Background: an optimization exercise with open tools, aiming at small area, a short achievable clock period and few clock cycles. Do not read the settings as production practice.
RTL that was checked went through simulation tests only; none was proved equivalent to the original.
The clock input has no modelled driver; a real chip could not lean on it and would need a root buffer or a full tree.

==> module ELA, before the edit <==
module ELA(clk, rst, ready, in_data, data_rd, req, wen, addr, data_wr, done);
	input				clk;
	input				rst;
	input				ready;
	input		[7:0]	in_data;
	input		[7:0]	data_rd;
	output 	reg			req;
	output 	reg			wen;
	output 	reg	[12:0]	addr;
	output 	reg	[7:0]	data_wr;
	output 	reg			done;
localparam S_IDLE = 3'd0, S_ARR = 3'd1, S_PRO = 3'd2, S_TRI = 3'd3, S_DONE = 3'd4;
reg [2:0] st;
reg [1:0] sub;
wire [4:0] R = addr[12:8];
wire       o = addr[7];
wire [6:0] C = addr[6:0];
wire arr  = (st == S_ARR);
wire pro  = (st == S_PRO);
wire tri_ = (st == S_TRI);
wire arr_end  = arr & (C == 7'd126);
wire last_arr = arr_end & (R != 5'd0);                
wire tri_end  = tri_ & (sub == 2'd2) & (C == 7'd1);   
always @(posedge clk or posedge rst) begin
  if (rst) begin
    st <= S_IDLE; sub <= 2'd0;
    req <= 1'b0; wen <= 1'b0; done <= 1'b0;
  end else begin
    req <= 1'b0;
    case (st)
      S_IDLE: if (ready) begin st <= S_ARR; req <= 1'b1; end
      S_ARR: begin
        if (last_arr) st <= S_PRO;
        else if (arr_end) req <= 1'b1;
      end
      S_PRO: begin
        sub <= sub + 2'd1;
        if (sub == 2'd3) st <= S_TRI;
      end
      S_TRI: begin
        sub <= (sub == 2'd2) ? 2'd0 : sub + 2'd1;
        if (tri_end) begin
          if (R == 5'd31) st <= S_DONE;
          else begin st <= S_ARR; req <= 1'b1; end
        end
      end
      default: ;
    endcase
    wen  <= (arr & ~last_arr) | (pro & sub == 2'd1) |
            (tri_ & sub == 2'd0 & C != 7'd1) | tri_end;
    done <= (st == S_DONE);
  end
end
reg [4:0] dR;
reg [6:0] dC;
reg       nO;
always @(*) begin
  dR = 5'd0; dC = 7'd0; nO = o;
  case (st)
    S_ARR: begin
      dC = last_arr ? 7'd2 : 7'd1;
      if (req) begin dR = {4'd0, 1'b1} + {4'd0, o}; nO = 1'b0; end
    end
    S_PRO: case (sub)
      2'd0: dR = -5'd1;
      2'd1: begin dR = 5'd1; dC = -7'd1; end
      2'd2: dC = 7'd2;
      default: dR = -5'd1;
    endcase
    S_TRI: case (sub)
      2'd0: begin dC = -7'd2; nO = 1'b1; end
      2'd1: begin dR = 5'd1; dC = 7'd3; nO = 1'b0; end
      default: begin
        dR = -5'd1;
        if (C == 7'd1) begin dC = -7'd2; nO = 1'b1; end
      end
    endcase
    default: ;
  endcase
end
always @(posedge clk or posedge rst) begin
  if (rst) addr <= {5'd31, 1'b0, 7'd127};
  else addr <= {R + dR, nO, C + dC};
end
reg [7:0] UA, UB, LA, LB, LC;
reg [7:0] dq, aq, bestd;
wire u_ld = (tri_ & (sub == 2'd0)) | (pro & (sub == 2'd1));
wire l_ld = (tri_ & (sub == 2'd2)) | (pro & (sub == 2'd0 | sub == 2'd3));
wire [8:0] dif = {1'b0, UA} - {1'b0, LA};
wire [8:0] sum = {1'b0, UA} + {1'b0, LA};
wire lt = dq < bestd;
wire le = dq <= bestd;
wire take = tri_ & ((sub == 2'd1) |
                    (sub == 2'd2 & (C == 7'd1 | C == 7'd2 | le)) |
                    (sub == 2'd0 & C != 7'd2 & lt));
always @(posedge clk) begin
  dq <= dif[8] ? -dif[7:0] : dif[7:0];
  aq <= sum[8:1];
  if (take) bestd <= dq;
  if (arr) data_wr <= in_data;
  else if (take) data_wr <= aq;
  UA <= UB;
  UB <= u_ld ? data_rd : UA;
  if (l_ld) LA <= data_rd;
  else begin LA <= LB; LB <= LC; LC <= LA; end
end
endmodule
Settings: LEC_CHECK=0, CAP_MARGIN=40, CORE_MARGIN=2, CORE_UTILIZATION=50, GPL_ROUTABILITY_DRIVEN=1, PLACE_DENSITY=0.6, SLEW_MARGIN=40; clock period 13.0 ns.
standard.sh (not shown) runs the stock make flow with config.mk's settings and CLKGATE_MAP_FILE= SYNTH_SCRIPT=/design/flow/synth_recipe.tcl, a recipe that flattens the netlist after the stock synthesis.
==> flow/flow/run.sh <==
#!/bin/bash
export BUFFER_PORTS_ARGS="-buffer_cell sky130_fd_sc_hd__buf_2"
export CTS_ARGS="-sink_clustering_enable -repair_clock_nets -dont_use_dummy_load -sink_clustering_size 60 -sink_clustering_max_diameter 200"
bash standard.sh > standard.log 2>&1
==> next run, changes <==
--- a/flow/design.v
+++ b/flow/design.v
@@ -80,6 +80,6 @@
   endcase
 end
-always @(posedge clk or posedge rst) begin
-  if (rst) addr <= {5'd31, 1'b0, 7'd127};
+always @(posedge clk) begin
+  if (st == S_IDLE) addr <= {5'd31, 1'b0, 7'd127};
   else addr <= {R + dR, nO, C + dC};
 end
The new run produced a clean layout.
Hold slack gets worse by 0.018 ns.
Synthesized cell count grows by 7.1%.
Non-clock buffer count stays the same.
Synthesized area is higher by 0.42%.
Utilization decreases by 0.18 points.
Testbench counts after the change, summed over its fixed seeds: cycles 129,008.
Function not checked in the first run of this note: the RTL went through the layout flow alone.

---

ELA, a different RTL version from the one above (not shown whole).
For scale: roughly 410 cells after synthesis, roughly 95 flip-flops, roughly 43 I/O pins.
==> module ELA, before the edit <==
module ELA(clk, rst, ready, in_data, data_rd, req, wen, addr, data_wr, done);
	input				clk;
	input				rst;
	input				ready;
	input		[7:0]	in_data;
	input		[7:0]	data_rd;
	output 	reg			req;
	output 	reg			wen;
	output 	reg	[12:0]	addr;
	output 	reg	[7:0]	data_wr;
	output 	reg			done;
reg idle, arr, pro, tri_, dne;
reg [1:0] sub;
wire [4:0] R = addr[12:8];
wire       o = addr[7];
wire [6:0] C = addr[6:0];
wire arr_end  = arr & (C == 7'd126);
wire last_arr = arr_end & (R != 5'd0);                
wire tri_end  = tri_ & (sub == 2'd2) & (C == 7'd1);   
always @(posedge clk or posedge rst) begin
  if (rst) begin
    idle <= 1'b1; arr <= 1'b0; pro <= 1'b0; tri_ <= 1'b0; dne <= 1'b0;
    sub <= 2'd0;
    req <= 1'b0; wen <= 1'b0; done <= 1'b0;
  end else begin
    req <= 1'b0;
    if (idle & ready) begin idle <= 1'b0; arr <= 1'b1; req <= 1'b1; end
    if (arr) begin
      if (last_arr) begin arr <= 1'b0; pro <= 1'b1; end
      else if (arr_end) req <= 1'b1;
    end
    if (pro) begin
      sub <= sub + 2'd1;
      if (sub == 2'd3) begin pro <= 1'b0; tri_ <= 1'b1; end
    end
    if (tri_) begin
      sub <= (sub == 2'd2) ? 2'd0 : sub + 2'd1;
      if (tri_end) begin
        tri_ <= 1'b0;
        if (R == 5'd31) dne <= 1'b1;
        else begin arr <= 1'b1; req <= 1'b1; end
      end
    end
    wen  <= (arr & ~last_arr) | (pro & sub == 2'd1) |
            (tri_ & sub == 2'd0) | tri_end;
    done <= dne;
  end
end
reg [4:0] dR;
reg [6:0] dC;
reg       nO;
always @(*) begin
  dR = 5'd0; dC = 7'd0; nO = o;
  if (arr) begin
    dC = last_arr ? 7'd2 : 7'd1;
    if (C == 7'd127) begin dR = {4'd0, 1'b1} + {4'd0, o}; nO = 1'b0; end
  end
  if (pro) case (sub)
    2'd0: dR = -5'd1;
    2'd1: begin dR = 5'd1; dC = -7'd1; end
    2'd2: dC = 7'd2;
    default: dR = -5'd1;
  endcase
  if (tri_) case (sub)
    2'd0: begin dC = -7'd2; nO = 1'b1; end
    2'd1: begin dR = 5'd1; dC = 7'd3; nO = 1'b0; end
    default: begin
      dR = -5'd1;
      if (C == 7'd1) begin dC = -7'd2; nO = 1'b1; end
    end
  endcase
end
always @(posedge clk) begin
  if (idle) addr <= {5'd31, 1'b0, 7'd127};
  else addr <= {R + dR, nO, C + dC};
end
reg [7:0] UA, UB, LA, LB, LC;
reg [7:0] dq, aq, bestd;
wire u_ld = (tri_ & (sub == 2'd0)) | (pro & (sub == 2'd1));
wire l_ld = (tri_ & (sub == 2'd2)) | (pro & (sub == 2'd0 | sub == 2'd3));
wire [8:0] dif = {1'b0, UA} - {1'b0, LA};
wire [8:0] sum = {1'b0, UA} + {1'b0, LA};
wire lt = dq < bestd;
wire le = dq <= bestd;
wire take = tri_ & ((sub == 2'd1) |
                    (sub == 2'd2 & (C == 7'd1 | C == 7'd2 | le)) |
                    (sub == 2'd0 & C != 7'd2 & lt));
always @(posedge clk) begin
  dq <= dif[8] ? -dif[7:0] : dif[7:0];
  aq <= sum[8:1];
  if (take) bestd <= dq;
  if (arr) data_wr <= in_data;
  else if (take) data_wr <= aq;
  UA <= UB;
  UB <= u_ld ? data_rd : UA;
  if (l_ld) LA <= data_rd;
  else begin LA <= LB; LB <= LC; LC <= LA; end
end
endmodule
Settings: LEC_CHECK=0, CAP_MARGIN=40, CORE_MARGIN=2, CORE_UTILIZATION=70, GPL_ROUTABILITY_DRIVEN=1, PLACE_DENSITY=0.8, SLEW_MARGIN=40; clock period 13.0 ns.
==> flow/flow/run.sh <==
#!/bin/bash
# The standard layout with two changes:
#  - port buffers are buf_2 cells (BUFFER_PORTS_ARGS), turned into buf_1 on the
#    inputs by flow/cts.tcl;
#  - output port buffers sit next to the flip-flops driving them (flow/cts.tcl);
#  - the clock tree is one level: the clock port drives four clkbuf_16 cells,
#    each driving the flip-flops of one quarter of the die
#    (flow/cts.tcl), instead of TritonCTS's two-level H-tree.
# Each tool's output goes to a log file of its own in this folder.
set -euo pipefail
export BUFFER_PORTS_ARGS="-buffer_cell sky130_fd_sc_hd__buf_2"
bash standard.sh place > place.log 2>&1
RES=$PWD/orfs/results/$FLOW_PLATFORM/ELA/base
RES=$RES openroad -no_init -exit flow/cts.tcl > cts.log 2>&1
cp $RES/4_1_cts.odb $RES/4_cts.odb
cp $RES/4_cts.sdc.tmp $RES/4_cts.sdc
bash standard.sh finish > finish.log 2>&1
Other scripts of this flow, unchanged in this note and not shown: flow/flow/cts.tcl
Rerun with:
--- a/flow/design.v
+++ b/flow/design.v
@@ -9,43 +9,46 @@
 	output 	reg			wen;
 	output 	reg	[12:0]	addr;
 	output 	reg	[7:0]	data_wr;
 	output 	reg			done;
-reg idle, arr, pro, tri_, dne;
+reg idle, arr, pro, tri_;
 reg [1:0] sub;
 wire [4:0] R = addr[12:8];
 wire       o = addr[7];
 wire [6:0] C = addr[6:0];
+reg flast, ftend, fk0;
 wire arr_end  = arr & (C == 7'd126);
-wire last_arr = arr_end & (R != 5'd0);                
-wire tri_end  = tri_ & (sub == 2'd2) & (C == 7'd1);   
+wire last_arr = arr & flast;                          
+wire tri_end  = tri_ & (sub == 2'd2) & ftend;         
+wire nreq = (idle & ready) | (arr_end & (R == 5'd0)) | (tri_end & (R != 5'd31));
+always @(posedge clk) begin
+  flast <= (C == 7'd125) & (R != 5'd0);
+  ftend <= (sub == 2'd1) & (C == 7'd126);
+  fk0   <= nreq;
+end
 always @(posedge clk or posedge rst) begin
   if (rst) begin
-    idle <= 1'b1; arr <= 1'b0; pro <= 1'b0; tri_ <= 1'b0; dne <= 1'b0;
+    idle <= 1'b1; arr <= 1'b0; pro <= 1'b0; tri_ <= 1'b0;
     sub <= 2'd0;
     req <= 1'b0; wen <= 1'b0; done <= 1'b0;
   end else begin
-    req <= 1'b0;
-    if (idle & ready) begin idle <= 1'b0; arr <= 1'b1; req <= 1'b1; end
-    if (arr) begin
-      if (last_arr) begin arr <= 1'b0; pro <= 1'b1; end
-      else if (arr_end) req <= 1'b1;
-    end
+    req <= nreq;
+    if (idle & ready) begin idle <= 1'b0; arr <= 1'b1; end
+    if (last_arr) begin arr <= 1'b0; pro <= 1'b1; end
     if (pro) begin
       sub <= sub + 2'd1;
       if (sub == 2'd3) begin pro <= 1'b0; tri_ <= 1'b1; end
     end
     if (tri_) begin
       sub <= (sub == 2'd2) ? 2'd0 : sub + 2'd1;
       if (tri_end) begin
         tri_ <= 1'b0;
-        if (R == 5'd31) dne <= 1'b1;
-        else begin arr <= 1'b1; req <= 1'b1; end
+        if (R != 5'd31) arr <= 1'b1;
       end
     end
     wen  <= (arr & ~last_arr) | (pro & sub == 2'd1) |
-            (tri_ & sub == 2'd0) | tri_end;
-    done <= dne;
+            (tri_ & sub == 2'd0 & C != 7'd1) | tri_end;
+    done <= ~(idle | arr | pro | tri_);
   end
 end
 reg [4:0] dR;
 reg [6:0] dC;
@@ -53,9 +56,9 @@
 always @(*) begin
   dR = 5'd0; dC = 7'd0; nO = o;
   if (arr) begin
     dC = last_arr ? 7'd2 : 7'd1;
-    if (C == 7'd127) begin dR = {4'd0, 1'b1} + {4'd0, o}; nO = 1'b0; end
+    if (fk0) begin dR = {4'd0, 1'b1} + {4'd0, o}; nO = 1'b0; end
   end
   if (pro) case (sub)
     2'd0: dR = -5'd1;
     2'd1: begin dR = 5'd1; dC = -7'd1; end
@@ -66,9 +69,9 @@
     2'd0: begin dC = -7'd2; nO = 1'b1; end
     2'd1: begin dR = 5'd1; dC = 7'd3; nO = 1'b0; end
     default: begin
       dR = -5'd1;
-      if (C == 7'd1) begin dC = -7'd2; nO = 1'b1; end
+      if (ftend) begin dC = -7'd2; nO = 1'b1; end
     end
   endcase
 end
 always @(posedge clk) begin
The changed run finished with timing, DRC and antenna clean.
Setup slack improved by 0.20 ns.
Flip-flop and latch count increases by 2.
Via count increases by 1.2%.
Final area increases by 0.31%.
Global-route usage decreases by 1.9 points.
Fmax increases by 6.2%.
Sequential share of layout area increases by 0.57 points.
Clock skew is about the same.
Wire length decreases by 5.5%.
Final cell count increases by 1.1%.
No functional check of the RTL was part of any run of this note. No run of this note takes its clock network from TritonCTS; it comes from the design's own scripts or RTL.

==> static timing again, ports no longer ideal <==
The results above use ideal ports. As a check the final layouts listed here were re-extracted and re-timed, cells and wires unchanged.
Step 1 assumes that a clkbuf_16 drives the clock port and a buf_2 every other input.
Step 2 also shifts input and output timing later by t, the mid clock arrival at the registers, as if the neighbouring blocks saw the same clock.
Three values: ideal ports, drivers, drivers and shift; two values: the first two.
run | t (ns) | slack for setup (ns) | worst hold slack (ns)
the first run of note 1 | 0.377 | 9.299 / 9.267 / 9.644 | 0.328 / 0.328 / 0.328
the second run of note 1 | 0.377 | 9.317 / 9.286 / 9.663 | 0.310 / 0.310 / 0.310
the first run of note 2 | 0.228 | 9.513 / 9.513 / 9.513 | 0.334 / 0.334 / 0.334
the second run of note 2 | 0.227 | 9.718 / 9.642 / 9.791 | 0.333 / 0.333 / 0.333
After both steps every run listed still meets setup and hold.
